Context: an optimization exercise on an open-source flow, tuned for small area, a short achievable clock period and few clock cycles per item. The choices shown serve that exercise and are no tape-out recipe.
At most, simulation tests tie the RTL to the original design; equivalence was not proved.

## old
==> module decimal_to_bcd, before the edit <==
module decimal_to_bcd #(
    parameter INPUT_WIDTH = 14,
    parameter DECIMAL_DIGITS = 4
)(
    input wire clk_i,
    input wire rst_i,
    input wire start_i,
    input wire [INPUT_WIDTH-1 : 0] binary_i,
    output reg [DECIMAL_DIGITS*4-1 : 0] bcd_o,
    output reg done_o
);
function [3:0] dstep;
    input [2:0] q;
    input c;
    begin
        dstep[3] = q[1] | (q[0] & q[2]) | (c & q[2]);
        dstep[2] = (c & q[0] & ~q[1]) | (~c & q[0] & ~q[2]);
        dstep[1] = (c & q[1]) | (~c & ~q[0] & q[2]);
        dstep[0] = (c & ~q[2]) | q[1] | (~c & q[2]);
    end
endfunction
function [3:0] tobcd;
    input [2:0] q;
    input c;
    begin
        tobcd[3] = q[1];
        tobcd[2] = q[2];
        tobcd[1] = (q[0] & ~q[1]);
        tobcd[0] = c;
    end
endfunction
function [15:0] front;
    input [13:0] b;
    reg [11:0] q;
    reg [3:0] h, c, t;
    integer i, j;
    begin
        q = 12'd0;
        h = 4'd0;
        for (i = 0; i < 9; i = i + 1) begin
            c = {h[2:0], b[13 - i]};
            for (j = 0; j < 4; j = j + 1) begin
                t = dstep(q[j*3 +: 3], c[j]);
                q[j*3 +: 3] = t[2:0];
                h[j] = t[3];
            end
        end
        c = {h[2:0], b[4]};
        for (j = 0; j < 4; j = j + 1)
            front[j*4 +: 4] = {q[j*3 +: 3], c[j]};
    end
endfunction
function [15:0] back;
    input [19:0] m;
    reg [11:0] q;
    reg [3:0] h, c, t;
    integer i, j;
    begin
        for (j = 0; j < 4; j = j + 1) begin
            t = dstep(m[4 + j*4 + 1 +: 3], m[4 + j*4]);
            q[j*3 +: 3] = t[2:0];
            h[j] = t[3];
        end
        for (i = 0; i < 3; i = i + 1) begin
            c = {h[2:0], m[3 - i]};
            for (j = 0; j < 4; j = j + 1) begin
                t = dstep(q[j*3 +: 3], c[j]);
                q[j*3 +: 3] = t[2:0];
                h[j] = t[3];
            end
        end
        c = {h[2:0], m[0]};
        for (j = 0; j < 4; j = j + 1)
            back[j*4 +: 4] = tobcd(q[j*3 +: 3], c[j]);
    end
endfunction
wire [15:0] front_w = front(binary_i);
reg  [16:0] mid;
always @(posedge clk_i) begin
    mid <= {front_w[12], front_w[11], front_w[10], front_w[9], front_w[8], front_w[7], front_w[6], front_w[5], front_w[4], front_w[3], front_w[2], front_w[1], front_w[0], binary_i[3:0]};
end
always @(posedge clk_i or posedge rst_i) begin
    if (rst_i) done_o <= 1'b0;
    else       done_o <= start_i;
end
wire [19:0] midx = {1'b0, 1'b0, 1'b0, mid[16], mid[15], mid[14], mid[13], mid[12], mid[11], mid[10], mid[9], mid[8], mid[7], mid[6], mid[5], mid[4], mid[3:0]};
always @(*) bcd_o = back(midx);
endmodule
export LEC_CHECK = 0
export ABC_AREA = 1
export CAP_MARGIN = 20
export CORE_MARGIN = 2
export CORE_UTILIZATION = 40
export SLEW_MARGIN = 20
create_clock -name core_clock -period 10.0 [get_ports {clk_i}]
standard.sh (not shown) runs the stock make flow with config.mk's settings and CLKGATE_MAP_FILE= SYNTH_SCRIPT=/design/flow/synth_recipe.tcl, a recipe that flattens the netlist after the stock synthesis.
==> flow/flow/run.sh <==
#!/bin/bash
# Own layout flow: the standard layout (standard.sh), changed in three ways:
#  - synthesis is ORFS's own synth script (standard.sh synth) with ORFS's ABC
#    area script swapped for flow/abc_area.script; only the combinational
#    mapping changes, the registers and their names are the standard ones;
#  - the port buffers use the smallest buffer instead of the default cell;
#  - clock tree synthesis uses clkbuf_4 cells and no dummy load cell.
# Each make run writes its full output to a log file here (ORFS also keeps
# its per-step logs under orfs/logs).
set -euo pipefail
W=$(pwd)
BUF=sky130_fd_sc_hd__buf_1
CTS="-sink_clustering_enable -repair_clock_nets -dont_use_dummy_load -root_buf sky130_fd_sc_hd__clkbuf_4 -buf_list sky130_fd_sc_hd__clkbuf_4 -sink_clustering_size 30 -sink_clustering_max_diameter 500"
rm -rf "$W/scripts_mod"
cp -r "$FLOW_HOME/scripts" "$W/scripts_mod"
cp "$W/flow/abc_area.script" "$W/scripts_mod/abc_area.script"
bash standard.sh SCRIPTS_DIR="$W/scripts_mod" ABC_AREA=1 synth > "$W/synth.log" 2>&1
bash standard.sh "BUFFER_PORTS_ARGS=-buffer_cell $BUF" "CTS_ARGS=$CTS" finish > "$W/layout.log" 2>&1
==> flow/flow/abc_area.script <==
strash
&get -n
&dch -f
&nf -R 1000
&put
topo
dnsize -c
Both conditions hold for old: the flow ran to the end and the final layout passed the timing, design-rule and antenna checks.
Here is what was changed in the inputs of new compared with old.
--- a/flow/design.v
+++ b/flow/design.v
@@ -12,23 +12,23 @@
 );
 function [3:0] dstep;
     input [2:0] q;
     input c;
     begin
-        dstep[3] = q[1] | (q[0] & q[2]) | (c & q[2]);
-        dstep[2] = (c & q[0] & ~q[1]) | (~c & q[0] & ~q[2]);
-        dstep[1] = (c & q[1]) | (~c & ~q[0] & q[2]);
-        dstep[0] = (c & ~q[2]) | q[1] | (~c & q[2]);
+        dstep[3] = (c & q[1]) | (q[0] & q[1]);
+        dstep[2] = (q[0] & ~q[1]) | (~c & q[0] & ~q[2]) | (c & q[0] & q[2]);
+        dstep[1] = (~c & ~q[0] & q[2]) | (c & q[0]) | (q[0] & ~q[2]);
+        dstep[0] = (~c & q[1]) | (c & ~q[2]);
     end
 endfunction
 function [3:0] tobcd;
     input [2:0] q;
     input c;
     begin
-        tobcd[3] = q[1];
+        tobcd[3] = (q[1] & ~q[2]);
         tobcd[2] = q[2];
-        tobcd[1] = (q[0] & ~q[1]);
+        tobcd[1] = (q[0] & ~q[1]) | (q[0] & q[2]);
         tobcd[0] = c;
     end
 endfunction
 function [15:0] front;
     input [13:0] b;
==> comparison <==
- Diff new..old | final setup TNS | negligible
- Every stage of the flow completed for new, and the final layout passed the timing, design-rule and antenna checks.
- [new vs old] sequential share of layout area: lower in new
- Summary of the comparison: minimum setup slack after placement is lower in new, relative to old.
- Row routed wire length: new lower / old higher
- From old to new the numbers moved as follows: critical path depth now sits at about the same level; fraction of the core area covered by cells at the end of the flow grew by 0.16 points.
- Summary of new over old: wire length of the first global-routing pass saw a decrease.
No functional check of the RTL was part of any run of this note.

========
Setup of run 1:
decimal_to_bcd, a different RTL version from the one above (not shown whole).
Size: ~240 cells after synthesis, roughly 18 flip-flops, ~34 I/O pins, about 0.0016 mm² of cells after synthesis.
==> module decimal_to_bcd, before the edit <==
module decimal_to_bcd #(
    parameter INPUT_WIDTH = 14,
    parameter DECIMAL_DIGITS = 4
)(
    input wire clk_i,
    input wire rst_i,
    input wire start_i,
    input wire [INPUT_WIDTH-1 : 0] binary_i,
    output reg [DECIMAL_DIGITS*4-1 : 0] bcd_o,
    output reg done_o
);
function [3:0] dstep;
    input [2:0] q;
    input c;
    begin
        dstep[3] = q[2] | (c & q[1]);
        dstep[2] = (~c & q[1]) | (c & q[0] & ~q[2]) | (~q[0] & q[2]);
        dstep[1] = (~c & q[0] & ~q[2]) | (c & q[0] & q[2]);
        dstep[0] = (c & ~q[1] & ~q[2]) | (~c & q[2]);
    end
endfunction
function [3:0] tobcd;
    input [2:0] q;
    input c;
    begin
        tobcd[3] = (~q[0] & q[2]);
        tobcd[2] = q[1] | (q[0] & q[2]);
        tobcd[1] = q[0];
        tobcd[0] = c;
    end
endfunction
function [15:0] front;
    input [13:0] b;
    reg [11:0] q;
    reg [3:0] h, c, t;
    integer i, j;
    begin
        q = 12'd0;
        h = 4'd0;
        for (i = 0; i < 10; i = i + 1) begin
            c = {h[2:0], b[13 - i]};
            for (j = 0; j < 4; j = j + 1) begin
                t = dstep(q[j*3 +: 3], c[j]);
                q[j*3 +: 3] = t[2:0];
                h[j] = t[3];
            end
        end
        c = {h[2:0], b[3]};
        for (j = 0; j < 4; j = j + 1)
            front[j*4 +: 4] = {q[j*3 +: 3], c[j]};
    end
endfunction
function [15:0] back;
    input [18:0] m;
    reg [11:0] q;
    reg [3:0] h, c, t;
    integer i, j;
    begin
        for (j = 0; j < 4; j = j + 1) begin
            t = dstep(m[3 + j*4 + 1 +: 3], m[3 + j*4]);
            q[j*3 +: 3] = t[2:0];
            h[j] = t[3];
        end
        for (i = 0; i < 2; i = i + 1) begin
            c = {h[2:0], m[2 - i]};
            for (j = 0; j < 4; j = j + 1) begin
                t = dstep(q[j*3 +: 3], c[j]);
                q[j*3 +: 3] = t[2:0];
                h[j] = t[3];
            end
        end
        c = {h[2:0], m[0]};
        for (j = 0; j < 4; j = j + 1)
            back[j*4 +: 4] = tobcd(q[j*3 +: 3], c[j]);
    end
endfunction
wire [15:0] front_w = front(binary_i);
reg  [16:0] mid;
always @(posedge clk_i) begin
    mid <= {front_w[13], front_w[12], front_w[11], front_w[10], front_w[9], front_w[8], front_w[7], front_w[6], front_w[5], front_w[4], front_w[3], front_w[2], front_w[1], front_w[0], binary_i[2:0]};
end
always @(posedge clk_i or posedge rst_i) begin
    if (rst_i) done_o <= 1'b0;
    else       done_o <= start_i;
end
wire [18:0] midx = {1'b0, 1'b0, mid[16], mid[15], mid[14], mid[13], mid[12], mid[11], mid[10], mid[9], mid[8], mid[7], mid[6], mid[5], mid[4], mid[3], mid[2:0]};
always @(*) bcd_o = back(midx);
endmodule
export LEC_CHECK = 0
export ABC_AREA = 1
export CAP_MARGIN = 20
export CORE_MARGIN = 2
export CORE_UTILIZATION = 40
export SLEW_MARGIN = 20
create_clock -name core_clock -period 10.0 [get_ports {clk_i}]
==> flow/flow/run.sh <==
#!/bin/bash
# Own layout flow: the standard layout (standard.sh) with
#  - synthesis run through ORFS's own synth script, but with the ABC area
#    script replaced by flow/abc_area.script (combinational mapping only;
#    registers and their names are the standard synthesis's),
#  - the port buffers made from a fast small buffer instead of the default,
set -euo pipefail
W=$(pwd)
BUF=${BUF:-sky130_fd_sc_hd__buf_1}
MARGIN=${MARGIN:-0}
CTS="-sink_clustering_enable -repair_clock_nets -dont_use_dummy_load -sink_clustering_size 30 -sink_clustering_max_diameter 200"
rm -rf "$W/scripts_mod"
cp -r "$FLOW_HOME/scripts" "$W/scripts_mod"
cp "$W/flow/abc_area.script" "$W/scripts_mod/abc_area.script"
bash standard.sh SCRIPTS_DIR="$W/scripts_mod" ABC_AREA=1 synth > "$W/synth.log" 2>&1
bash standard.sh "BUFFER_PORTS_ARGS=-buffer_cell $BUF" "CTS_ARGS=$CTS" SETUP_SLACK_MARGIN=$MARGIN finish > "$W/layout.log" 2>&1
==> flow/flow/abc_area.script <==
strash
&get -n
&dch -f
&nf -R 1000
&put
topo
buffer -c
upsize -c
dnsize -c
diff inputs: run 1 => run 2
diff --git a/flow/design.v b/flow/design.v
--- a/flow/design.v
+++ b/flow/design.v
@@ -35,38 +35,38 @@
     reg [11:0] q;
     reg [3:0] h, c, t;
     integer i, j;
     begin
         q = 12'd0;
         h = 4'd0;
-        for (i = 0; i < 10; i = i + 1) begin
+        for (i = 0; i < 9; i = i + 1) begin
             c = {h[2:0], b[13 - i]};
             for (j = 0; j < 4; j = j + 1) begin
                 t = dstep(q[j*3 +: 3], c[j]);
                 q[j*3 +: 3] = t[2:0];
                 h[j] = t[3];
             end
         end
-        c = {h[2:0], b[3]};
+        c = {h[2:0], b[4]};
         for (j = 0; j < 4; j = j + 1)
             front[j*4 +: 4] = {q[j*3 +: 3], c[j]};
     end
 endfunction
 function [15:0] back;
-    input [18:0] m;
+    input [19:0] m;
     reg [11:0] q;
     reg [3:0] h, c, t;
     integer i, j;
     begin
         for (j = 0; j < 4; j = j + 1) begin
-            t = dstep(m[3 + j*4 + 1 +: 3], m[3 + j*4]);
+            t = dstep(m[4 + j*4 + 1 +: 3], m[4 + j*4]);
             q[j*3 +: 3] = t[2:0];
             h[j] = t[3];
         end
-        for (i = 0; i < 2; i = i + 1) begin
-            c = {h[2:0], m[2 - i]};
+        for (i = 0; i < 3; i = i + 1) begin
+            c = {h[2:0], m[3 - i]};
             for (j = 0; j < 4; j = j + 1) begin
                 t = dstep(q[j*3 +: 3], c[j]);
                 q[j*3 +: 3] = t[2:0];
                 h[j] = t[3];
             end
         end
@@ -75,15 +75,15 @@
             back[j*4 +: 4] = tobcd(q[j*3 +: 3], c[j]);
     end
 endfunction
 wire [15:0] front_w = front(binary_i);
 reg  [16:0] mid;
 always @(posedge clk_i) begin
-    mid <= {front_w[13], front_w[12], front_w[11], front_w[10], front_w[9], front_w[8], front_w[7], front_w[6], front_w[5], front_w[4], front_w[3], front_w[2], front_w[1], front_w[0], binary_i[2:0]};
+    mid <= {front_w[12], front_w[11], front_w[10], front_w[9], front_w[8], front_w[7], front_w[6], front_w[5], front_w[4], front_w[3], front_w[2], front_w[1], front_w[0], binary_i[3:0]};
 end
 always @(posedge clk_i or posedge rst_i) begin
     if (rst_i) done_o <= 1'b0;
     else       done_o <= start_i;
 end
-wire [18:0] midx = {1'b0, 1'b0, mid[16], mid[15], mid[14], mid[13], mid[12], mid[11], mid[10], mid[9], mid[8], mid[7], mid[6], mid[5], mid[4], mid[3], mid[2:0]};
+wire [19:0] midx = {1'b0, 1'b0, 1'b0, mid[16], mid[15], mid[14], mid[13], mid[12], mid[11], mid[10], mid[9], mid[8], mid[7], mid[6], mid[5], mid[4], mid[3:0]};
 always @(*) bcd_o = back(midx);
 endmodule
## What came out
- In summary, run 2 completed successfully, with a layout that passed the timing, design-rule and antenna checks.
- Looking at capturing instance or port of the critical path, the mid[11]$_DFF_P_ result is from run 2; the mid[10]$_DFF_P_ one comes from run 1.
- Delta (run 2 minus run 1): ratio of final minimum period to clock period fell 3.0 points; proportion of layout cells with a drive suffix above 1 fell 2.1 points; final cell count without fillers fell 4; number of global-route vias before repair about even.
- Comparing run 1 and run 2, the higher simple-gate share of the synthesized area was measured on run 1.
- The die area reported for run 2 is greater than that of run 1 by 0.35%.
- Compared with run 1, in run 2 total number of vias rose 1.5%; design area rose 6.3 µm²; routability congestion estimate from global placement rose 0.031.
- From run 1 to run 2 the numbers moved as follows: maximum number of pins on one net before global-route repair saw an increase.
- Wire: run 2 routes more than run 1
- Between run 2 and run 1, the die span in x figures differ only marginally.
- Run 2 has multiplexer fraction of the synthesized cell area above what run 1 had.
Testbench counts of run 2, summed over its fixed seeds: cycles 2,048, items 2,048.
Only the layout flow was run in run 1; the RTL was not checked for function there.

re-timing with driven ports:
The results above use ideal ports. As a check the final layouts listed here were re-extracted and re-timed, cells and wires unchanged. Step 1 assumes that a clkbuf_16 drives the clock port and a buf_2 every other input. Step 2, shift: input delay + t, output delay - t, t = (earliest + latest rising clock arrival at the registers) / 2. This alone moves slack from input paths to output paths. a / b / c = ideal / step 1 / step 2; a / b = the first two.
| run | t (ns) | slack for setup (ns) | worst setup path after step 2 | worst register clock-pin slew, ns |
|---|---|---|---|---|
| old | 0.295 | 5.520 / 5.496 / 5.316 | input to register | 0.09 / 0.09 |
| new | 0.301 | 5.467 / 5.444 / 5.384 | input to register | 0.09 / 0.09 |
| run 1 | 0.265 | 5.048 / 5.052 / 4.787 | input to register | 0.06 / 0.06 |
| run 2 | 0.264 | 5.346 / 5.346 / 5.082 | input to register | 0.06 / 0.06 |
After both steps setup and hold are still met in every run listed. The setup slack of run 2, which loses most, moves by 0.000 ns with the drivers and by -0.264 ns with both steps.
